This is an optimization exercise on Yosys and OpenROAD, whose aim is small area, not a production implementation.
In this exercise RTL edits were held to simulation tests only and were not proved equivalent to the original.

## flow/design.v (module list and top-level ports; edited modules follow where they fit)
// module xor_module: 11 lines
// module reg_module: 12 lines
// module reg_26bits: 11 lines
// module hpc3_and_module: 25 lines
// module aes_bp_graph_coloring: 1738 lines
// module gxor2: 1 lines
// module gxnor2: 1 lines
// module gand2: 1 lines
// module gnand2: 1 lines
// module ginv: 1 lines
module aes_bp_graph_coloring (
  input           clk,
  input  [7:0] share0_in,
  input  [7:0] share1_in,
  input  [51:0] rand_bit_share0,
  input  [51:0] rand_bit_share1,
  output [7:0] o_share0,
  output [7:0] o_share1
);
  // ...
==> flow/flow/run.sh <==
#!/bin/bash
set -euo pipefail
bash standard.sh "BUFFER_PORTS_ARGS=-buffer_cell sky130_fd_sc_hd__buf_1" "CTS_ARGS=-sink_clustering_enable -repair_clock_nets -dont_use_dummy_load -buf_list sky130_fd_sc_hd__clkbuf_4 -sink_clustering_size 10 -sink_clustering_max_diameter 50" finish > standard_flow.log 2>&1
==> flow/standard.sh <==
#!/bin/bash
# synth_recipe.tcl (not shown) runs the flow's synth.tcl, then flattens the netlist and writes it again
# the make line also repeats each setting of config.mk as NAME=value (left out here)
make -C /OpenROAD-flow-scripts/flow DESIGN_CONFIG=/design/flow/config.mk WORK_HOME=/design/flow/orfs CLKGATE_MAP_FILE= SYNTH_SCRIPT=/design/flow/synth_recipe.tcl "${@:-finish}"
==> flow/config.mk <==
export PLATFORM = sky130hd
export DESIGN_NAME = aes_bp_graph_coloring
export DESIGN_NICKNAME = aes_bp_graph_coloring
export VERILOG_FILES = /design/flow/design.v
export SDC_FILE = /design/flow/constraint.sdc
export NUM_CORES = 4
export LEC_CHECK = 0
export CAP_MARGIN = 20
export CORE_MARGIN = 2
export CORE_UTILIZATION = 40
export SLEW_MARGIN = 20
export SYNTH_HIERARCHICAL = 1
==> flow/constraint.sdc <==
create_clock -name core_clock -period 5.0 [get_ports {clk}]
set_input_delay 1.0000 -clock core_clock [delete_from_list [all_inputs] [get_ports {clk}]]
set_output_delay 1.0000 -clock core_clock [all_outputs]
set_load 0.01 [all_outputs]
==> summary.txt, run 1 <==
DR WL/cell - 13.86 microns
first-iteration detailed-routing DRC count - 191
1st-pass router iterations - 4
first-pass GRT wire length - 29.33 mm
Resized Gates After CTS - 0
GR Util All Layers - 0.1453
Inverters, non-clock - 0
total congestion overflow - 0
commonest non-fill, non-tap cell in the layout - xor2_1
CP top delay family - XOR/XNOR gates
share of layout cells above drive strength 1 - 0.03737
Critical path buffers and inverters - 1
RD Place Congestion - 0.8099
Worst Path Arrival - 3600 ps
status - complete, no violations
seq_cells - 255
Slew @ Worst Pin - 713.5 ps
multi-input gate share of total cell area - 0.4348
Post-Synth Adder-Cell Area - 0
PortBufs - 84
dpl ws - 562.2 ps
Post-DP Area - 10580 sq um
CLK BUF - 30
cts hold-fix bufs - 0
largest net degree at the start of global routing - 15
Setup crit end - o_share1[3]
Starting Density - 0.4054
P&R area growth vs syn - 10.21%
Filler Cell Count - 2292
setup tns final - 0 ps
layout buffer count excluding clock buffers - 91
Synth Area in Compound Gates - 0
Cell variety after synth - 4
==> run 2, diff against run 1 <==
--- a/flow/config.mk
+++ b/flow/config.mk
@@ -10,2 +10,3 @@
 export CORE_UTILIZATION = 40
+export GPL_TIMING_DRIVEN = 0
 export SLEW_MARGIN = 20
==> run 2 against run 1 <==
Net effect:
- die area did not move
- sequential share of layout area grew 0.23 points
- worst setup slack worse by 26 ps
- clock-buffer cell count stayed put
- global-route usage is essentially flat
==> summary.txt, run 2 <==
clock root cell - clkbuf_4 (unchanged)
Worst Path Arrival - 3620 ps (was 3600 ps)
unrepaired setup endpoints after global routing - no (unchanged)
CTS Buf Count - 30 (unchanged)
Bufs on Longest Clock Path - 3 (unchanged)
PortBufs - 84 (unchanged)
vias in the first global route - 5659 (was 5689)
xor/xnor share of the synthesized area - 0.4271 (unchanged)
Tcrit/Tclk final - 0.9246 (was 0.9193)
first-iteration detailed-routing DRC count - 204 (was 191)
die height - 160.5 microns (unchanged)
Worst Hold Class - flop to flop (unchanged)
EDFF count, synth - 0 (unchanged)
Rows - 57 (unchanged)
P&R area growth vs syn - 9.676% (was 10.21%)
Avg Vias per Cell - 4.112 (was 4.125)
nets - 1106 (was 1113)
crit path max-delay cell type - dfxtp_1 (unchanged)
DRC violations left - 0 (unchanged)
I/O Pins - 137 (unchanged)
largest area contributor in the netlist - dfxtp_1 (unchanged)
first-pass GRT wire length - 29.44 mm (was 29.33 mm)
commonest non-fill, non-tap cell in the layout - xor2_1 (unchanged)
most used cell, CP - xor2_1 (unchanged)
largest family of logic cells by synthesized area - XOR/XNOR gates (unchanged)
worst stage delay on the critical path - 420 ps (about the same)
clk sink count - 255 (unchanged)
Crit Path Max Fanout - 4 (unchanged)
share of layout cells above drive strength 1 - 0.03052 (was 0.03737)
Post-Synth Adder-Cell Area - 0 (unchanged)
Critical Path, Cell by Cell - xor2_1 > xor2_1 > nand2_1 > xor2_1 > xor2_1 > xor2_1 > xor2_1 > xor2_1 > xor2_1 > xor2_1 > buf_1 (unchanged)
TritonCTS clock tree - done (unchanged)
Final setup viols - 0 (unchanged)
prevailing post-synth register cell - dfxtp_1 (unchanged)
DR WL/cell - 13.88 microns (was 13.86 microns)
Mean Syn Cell Area - 11.28 sq um (unchanged)
Starting Density - 0.4054 (unchanged)
RD Place Congestion - 0.8421 (was 0.8099)
FF-to-FF Start - m30_xc_1 (unchanged)
1st-pass router iterations - 4 (unchanged)
synth warn - 7 (unchanged)
simple-gate share of the synthesized area - 0.05208 (unchanged)
GR Util All Layers - 0.1452 (was 0.1453)
post-synthesis mux area share - 0 (unchanged)
Post-CTS Setup Bufs - 0 (unchanged)
most frequent cells in the layout - xor2_1 (448), dfxtp_1 (255), nand2_1 (136) (unchanged)
Clock Skews - 82.15 ps (was 78.91 ps)
critical path startpoint - m39_r4_1 (unchanged)
final wirelength - 18.15 mm (was 18.22 mm)
leading post-synthesis cells by cell area - dfxtp_1 (52%), xor2_1 (40%), nand2_1 (5.2%) (unchanged)
Slew @ Worst Pin - 778.6 ps (was 713.5 ps)
Rel. slew slack - 0.4792 (was 0.5228)
status - complete, no violations (unchanged)
Synth top area share - 0.5208 (unchanged)
Post-DRT Antenna Nets - 0 (unchanged)
cts hold-fix bufs - 0 (unchanged)
max cap viols - 0 (unchanged)
#FFs+latches synth - 255 (unchanged)
HP Start - b1_d2_t17 (was b0_d2_t6)
post-synthesis sequential area ratio - 0.5208 (unchanged)
Commonest cells post-synth - xor2_1 (448), dfxtp_1 (255), nand2_1 (136) (unchanged)
Period minus WS final - 4623 ps (was 4597 ps)
core area - 24180 sq um (unchanged)
WP data required - 4000 ps (about the same)
Hold WS - 257.5 ps (was 321.4 ps)
Worst-path clk slew - 100 ps (was 110 ps)
most common cell in the netlist - xor2_1 (unchanged)
Worst setup SP type - flop (unchanged)
Cell variety after synth - 4 (unchanged)
syn_nets - 990 (unchanged)
CP Class - flop to output pin (unchanged)
Synth Area in Compound Gates - 0 (unchanged)
die width - 160.5 microns (unchanged)
largest net degree at the start of global routing - 16 (was 15)
total congestion overflow - 0 (unchanged)
Via Count - 5378 (was 5424)
Resized Gates After CTS - 0 (unchanged)
setup tns final - 0 ps (unchanged)
Mapped Area - 9802 sq um (unchanged)
fin. max-slew vios - 0 (unchanged)
Peak Freq - 0.2163 GHz (was 0.2175 GHz)
Hold Fails Final Rpt - 0 (unchanged)
Skew-Pair Late Insertion Delay - 670 ps (was 660 ps)
Crit. End Element - output pin (unchanged)
number of antenna violations at the first check in global routing - 1 (unchanged)
Syn Inst Count - 869 (unchanged)
Post-synth ARST share - 0 (unchanged)
HPWL Detailed - 15.00 mm (was 15.03 mm)
H-tree depth - 1 (unchanged)
die area - 25770 sq um (unchanged)
==> run 2: cells by family (layout without fill, tap and decap cells) <==
| group | Yosys count | after routing |
|---|---|---|
| xor gates and xnor gates | 478 | 478 |
| DFF | 255 | 255 |
| and+or+nand+nor | 136 | 136 |
| other | 0 | 1 |
| buffers and inverters | 0 | 114 |
==> run 2: routing by layer <==
layer | up-vias | track usage | part of all wire
li1 | 2867 | - | -
met4 | 0 | 0.05119 | 0.027
met3 | 29 | 0.02324 | 0.038
met1 | 2375 | 0.1820 | 0.45
met2 | 107 | 0.2535 | 0.48
met5 | - | 0 | 0
==> run 2: layout make-up <==
type                    instances  area [sq um]
fillers                      2314         13430
diodes                          1         2.502
flip-flops and latches        255          5105
clock buffers                  30         225.2
well taps                     324         405.4
repair buffers                 84         315.3
multi-input cells             614          4697
==> run 2: critical path, delay by kind of cell (launching register included) <==
family	cells	cell delay [ps]
xor gates and xnor gates	9	2290
buffers and inverters	1	160
DFF	1	420
and+or+nand+nor	1	90
==> run 2: final timing paths <==
kind,endpoint,slack [ps],cells after the start
worst min register to register,b1_d3_t17,260,0
worst min-delay path,b1_d3_t17,260,0
worst max register to register,T6_1,940,14
worst max-delay path,o_share1[3],380,11
==> run 2: Yosys stat by module (local to each module, per instance) <==
module / cells / copies in the design
aes_bp_graph_coloring: 255 / 1
gxnor2: 1 / 30
gxor2: 1 / 448
gnand2: 1 / 136
==> run 2: through the flow <==
stage	util	std cells	instance area (sq um)	setup WS, ps
CTS	0.4445	1307	10750	296.6
finish	0.4447	1308	10750	377.0
floorplan	-	869	9802	1381
global placement	0.4352	1277	10520	543.6
global route	0.4447	1308	10750	72.35
detailed placement	0.4352	1277	10520	550.8
==> run 3, diff against run 2 <==
--- a/flow/config.mk
+++ b/flow/config.mk
@@ -7,7 +7,6 @@
 export LEC_CHECK = 0
-export CAP_MARGIN = 20
+export CAP_MARGIN = 0
 export CORE_MARGIN = 2
 export CORE_UTILIZATION = 40
-export GPL_TIMING_DRIVEN = 0
-export SLEW_MARGIN = 20
+export SLEW_MARGIN = 0
 export SYNTH_HIERARCHICAL = 1
==> run 3 against run 2 <==
Net effect:
- sequential share of layout area shrank 0.23 points
- worst setup slack better by 26 ps
- sequential cell count did not move
- global-route usage is essentially flat
- critical path type unchanged
- largest cell class unchanged
- highest routed layer unchanged
==> summary.txt, run 3 <==
share of layout cells above drive strength 1 - 0.03737 (was 0.03052)
HP Start - b0_d2_t6 (was b1_d2_t17)
EDFF count, synth - 0 (unchanged)
die height - 160.5 microns (unchanged)
RD Place Congestion - 0.8099 (was 0.8421)
most common cell in the netlist - xor2_1 (unchanged)
Post-CTS Setup Bufs - 0 (unchanged)
largest family of logic cells by synthesized area - XOR/XNOR gates (unchanged)
Resized Gates After CTS - 0 (unchanged)
H-tree depth - 1 (unchanged)
clock root cell - clkbuf_4 (unchanged)
Metal-1 WL - 8.085 mm (was 8.183 mm)
Synth Area in Compound Gates - 0 (unchanged)
nets - 1113 (was 1106)
Synth top area share - 0.5208 (unchanged)
crit path max-delay cell type - dfxtp_1 (unchanged)
vias in the first global route - 5689 (was 5659)
CP Class - flop to output pin (unchanged)
status - complete, no violations (unchanged)
Worst Path Arrival - 3600 ps (was 3620 ps)
max cap viols - 0 (unchanged)
PortBufs - 84 (unchanged)
number of antenna violations at the first check in global routing - 1 (unchanged)
Mean Syn Cell Area - 11.28 sq um (unchanged)
largest area contributor in the netlist - dfxtp_1 (unchanged)
Worst setup SP type - flop (unchanged)
Crit. End Element - output pin (unchanged)
Starting Density - 0.4054 (unchanged)
Skew-Pair Late Insertion Delay - 660 ps (was 670 ps)
DRC violations left - 0 (unchanged)
Worst Hold Class - flop to flop (unchanged)
Post-DRT Antenna Nets - 0 (unchanged)
Avg Vias per Cell - 4.125 (was 4.112)
dpl ws - 562.2 ps (was 550.8 ps)
first-pass GRT wire length - 29.33 mm (was 29.44 mm)
Post-synth ARST share - 0 (unchanged)
Slew @ Worst Pin - 713.5 ps (was 778.6 ps)
Bufs on Longest Clock Path - 3 (unchanged)
syn_nets - 990 (unchanged)
leading post-synthesis cells by cell area - dfxtp_1 (52%), xor2_1 (40%), nand2_1 (5.2%) (unchanged)
HPWL Detailed - 15.03 mm (was 15.00 mm)
WL met3 - 819 microns (was 690 microns)
die area - 25770 sq um (unchanged)
#FFs+latches synth - 255 (unchanged)
CP top delay family - XOR/XNOR gates (unchanged)
final wirelength - 18.22 mm (was 18.15 mm)
worst-case reg-to-reg path depth - 14 (unchanged)
hold depth - 0 (unchanged)
met2 WL post-DR - 8.897 mm (was 8.782 mm)
clk sink count - 255 (unchanged)
prevailing post-synth register cell - dfxtp_1 (unchanged)
most frequent cells in the layout - xor2_1 (448), dfxtp_1 (255), nand2_1 (136) (unchanged)
Worst R2R End - T6_1 (unchanged)
Hold Fails Final Rpt - 0 (unchanged)
simple-gate share of the synthesized area - 0.05208 (unchanged)
commonest non-fill, non-tap cell in the layout - xor2_1 (unchanged)
Via Count - 5424 (was 5378)
total congestion overflow - 0 (unchanged)
post-synthesis mux area share - 0 (unchanged)
most used cell, CP - xor2_1 (unchanged)
Top Metal Used - met4 (unchanged)
CTS Buf Count - 30 (unchanged)
Syn Inst Count - 869 (unchanged)
first-iteration detailed-routing DRC count - 191 (was 204)
Critical path buffers and inverters - 1 (unchanged)
Rel. slew slack - 0.5228 (was 0.4792)
Period minus WS final - 4597 ps (was 4623 ps)
FF-to-FF Start - m30_xc_1 (unchanged)
1st-pass router iterations - 4 (unchanged)
Tcrit/Tclk final - 0.9193 (was 0.9246)
synth warn - 7 (unchanged)
worst stage delay on the critical path - 420 ps (about the same)
Critical Path, Cell by Cell - xor2_1 > xor2_1 > nand2_1 > xor2_1 > xor2_1 > xor2_1 > xor2_1 > xor2_1 > xor2_1 > xor2_1 > buf_1 (unchanged)
P&R area growth vs syn - 10.21% (was 9.676%)
Rows - 57 (unchanged)
flop-to-flop setup slack - 930 ps (was 940 ps)
TritonCTS clock tree - done (unchanged)
largest net degree at the start of global routing - 15 (was 16)
GR Util All Layers - 0.1453 (was 0.1452)
WP data required - 4000 ps (about the same)
DR WL/cell - 13.86 microns (was 13.88 microns)
Peak Freq - 0.2175 GHz (was 0.2163 GHz)
Mapped Area - 9802 sq um (unchanged)
Final Util - 0.4468 (was 0.4447)
Commonest cells post-synth - xor2_1 (448), dfxtp_1 (255), nand2_1 (136) (unchanged)
I/O Pins - 137 (unchanged)
Post-Synth Adder-Cell Area - 0 (unchanged)
fin. max-slew vios - 0 (unchanged)
xor/xnor share of the synthesized area - 0.4271 (unchanged)
cts hold-fix bufs - 0 (unchanged)
post-synthesis sequential area ratio - 0.5208 (unchanged)
WHS Endpoint - b0_d3_t6 (was b1_d3_t17)
fin worst setup slack - 403.3 ps (was 377.0 ps)
die width - 160.5 microns (unchanged)
Crit Path Max Fanout - 4 (unchanged)
unrepaired setup endpoints after global routing - no (unchanged)
Cell variety after synth - 4 (unchanged)
Final setup viols - 0 (unchanged)
Clock Skews - 78.91 ps (was 82.15 ps)
core area - 24180 sq um (unchanged)
Worst-path clk slew - 110 ps (was 100 ps)
setup tns final - 0 ps (unchanged)
==> run 3: cell counts after synthesis <==
Identical to the previous run, type by type.
==> run 3: worst max path at each step <==
| stage | start | to | cells past startpoint |
|---|---|---|---|
| after global routing | m39_r4_1 | o_share1[3] | 11 |
| after CTS | m39_r4_1 | o_share1[3] | 11 |
| after detailed placement | share0_in[7] | Tm22_0 | 13 |
| after global placement | share0_in[7] | Tm22_0 | 13 |
| final | m39_r4_1 | o_share1[3] | 11 |
| after floorplan | share0_in[7] | Tm23_0 | 12 |
==> run 3: routing by layer <==
layer / up-vias / track usage
met5: - / 0
met2: 123 / 0.2551
li1: 2878 / -
met1: 2396 / 0.1825
met3: 27 / 0.02273
met4: 0 / 0.04791
==> run 3: stage by stage <==
| stage | hold WS, ps | instances | area [sq um] |
|---|---|---|---|
| 6_report | 321.4 | 1315 | 10800 |
| 2_1_floorplan | 309.6 | 869 | 9802 |
| 5_1_grt | 332.1 | 1315 | 10800 |
| 3_5_place_dp | 312.1 | 1284 | 10580 |
| 4_1_cts | 305.4 | 1314 | 10800 |
| 3_3_place_gp | 309.8 | 1284 | 10580 |
==> run 3: logic make-up after synthesis <==
family                    Yosys count
xor gates and xnor gates          478
DFF                               255
and+or+nand+nor                   136
==> run 3: area by class of cell <==
type | instances | area [sq um]
clock buffer | 30 | 225.2
multi-input combinational | 614 | 4697
timing repair buffer | 91 | 367.9
tap | 324 | 405.4
antenna | 1 | 2.502
sequential | 255 | 5105
fill | 2292 | 13370
==> run 3: Yosys stat by module, one instance, submodules excluded <==
module | cells | cell area (sq um)
aes_bp_graph_coloring | 255 | 5105
gxor2 | 1 | 8.758
gnand2 | 1 | 3.754
gxnor2 | 1 | 8.758

## port drivers added, routing unchanged
In the flow no input, the clock included, has a driving cell. The finished layouts below were timed again as built, in two steps.
Step 1 assumes that a clkbuf_16 drives the clock port and a buf_2 every other input.
Step 2 adds t to the input delays and takes it off the output delays; t is the mean of the earliest and latest rising clock arrival at the registers after step 1. Input paths then give back, and output paths get back, about the clock's delay inside the block.
Slacks: ideal ports / drivers / drivers and shift; pairs: ideal ports / drivers.
run	t (ns)	setup WS [ns]	worst register clock-pin slew, ns	pins driven straight from the clock port
run 1	0.667	0.403 / 0.360 / 0.642	0.11 / 0.11	1
run 2	0.670	0.377 / 0.335 / 0.542	0.10 / 0.10	1
run 3	0.667	0.403 / 0.360 / 0.642	0.11 / 0.11	1
After both steps every run listed still meets setup and hold.
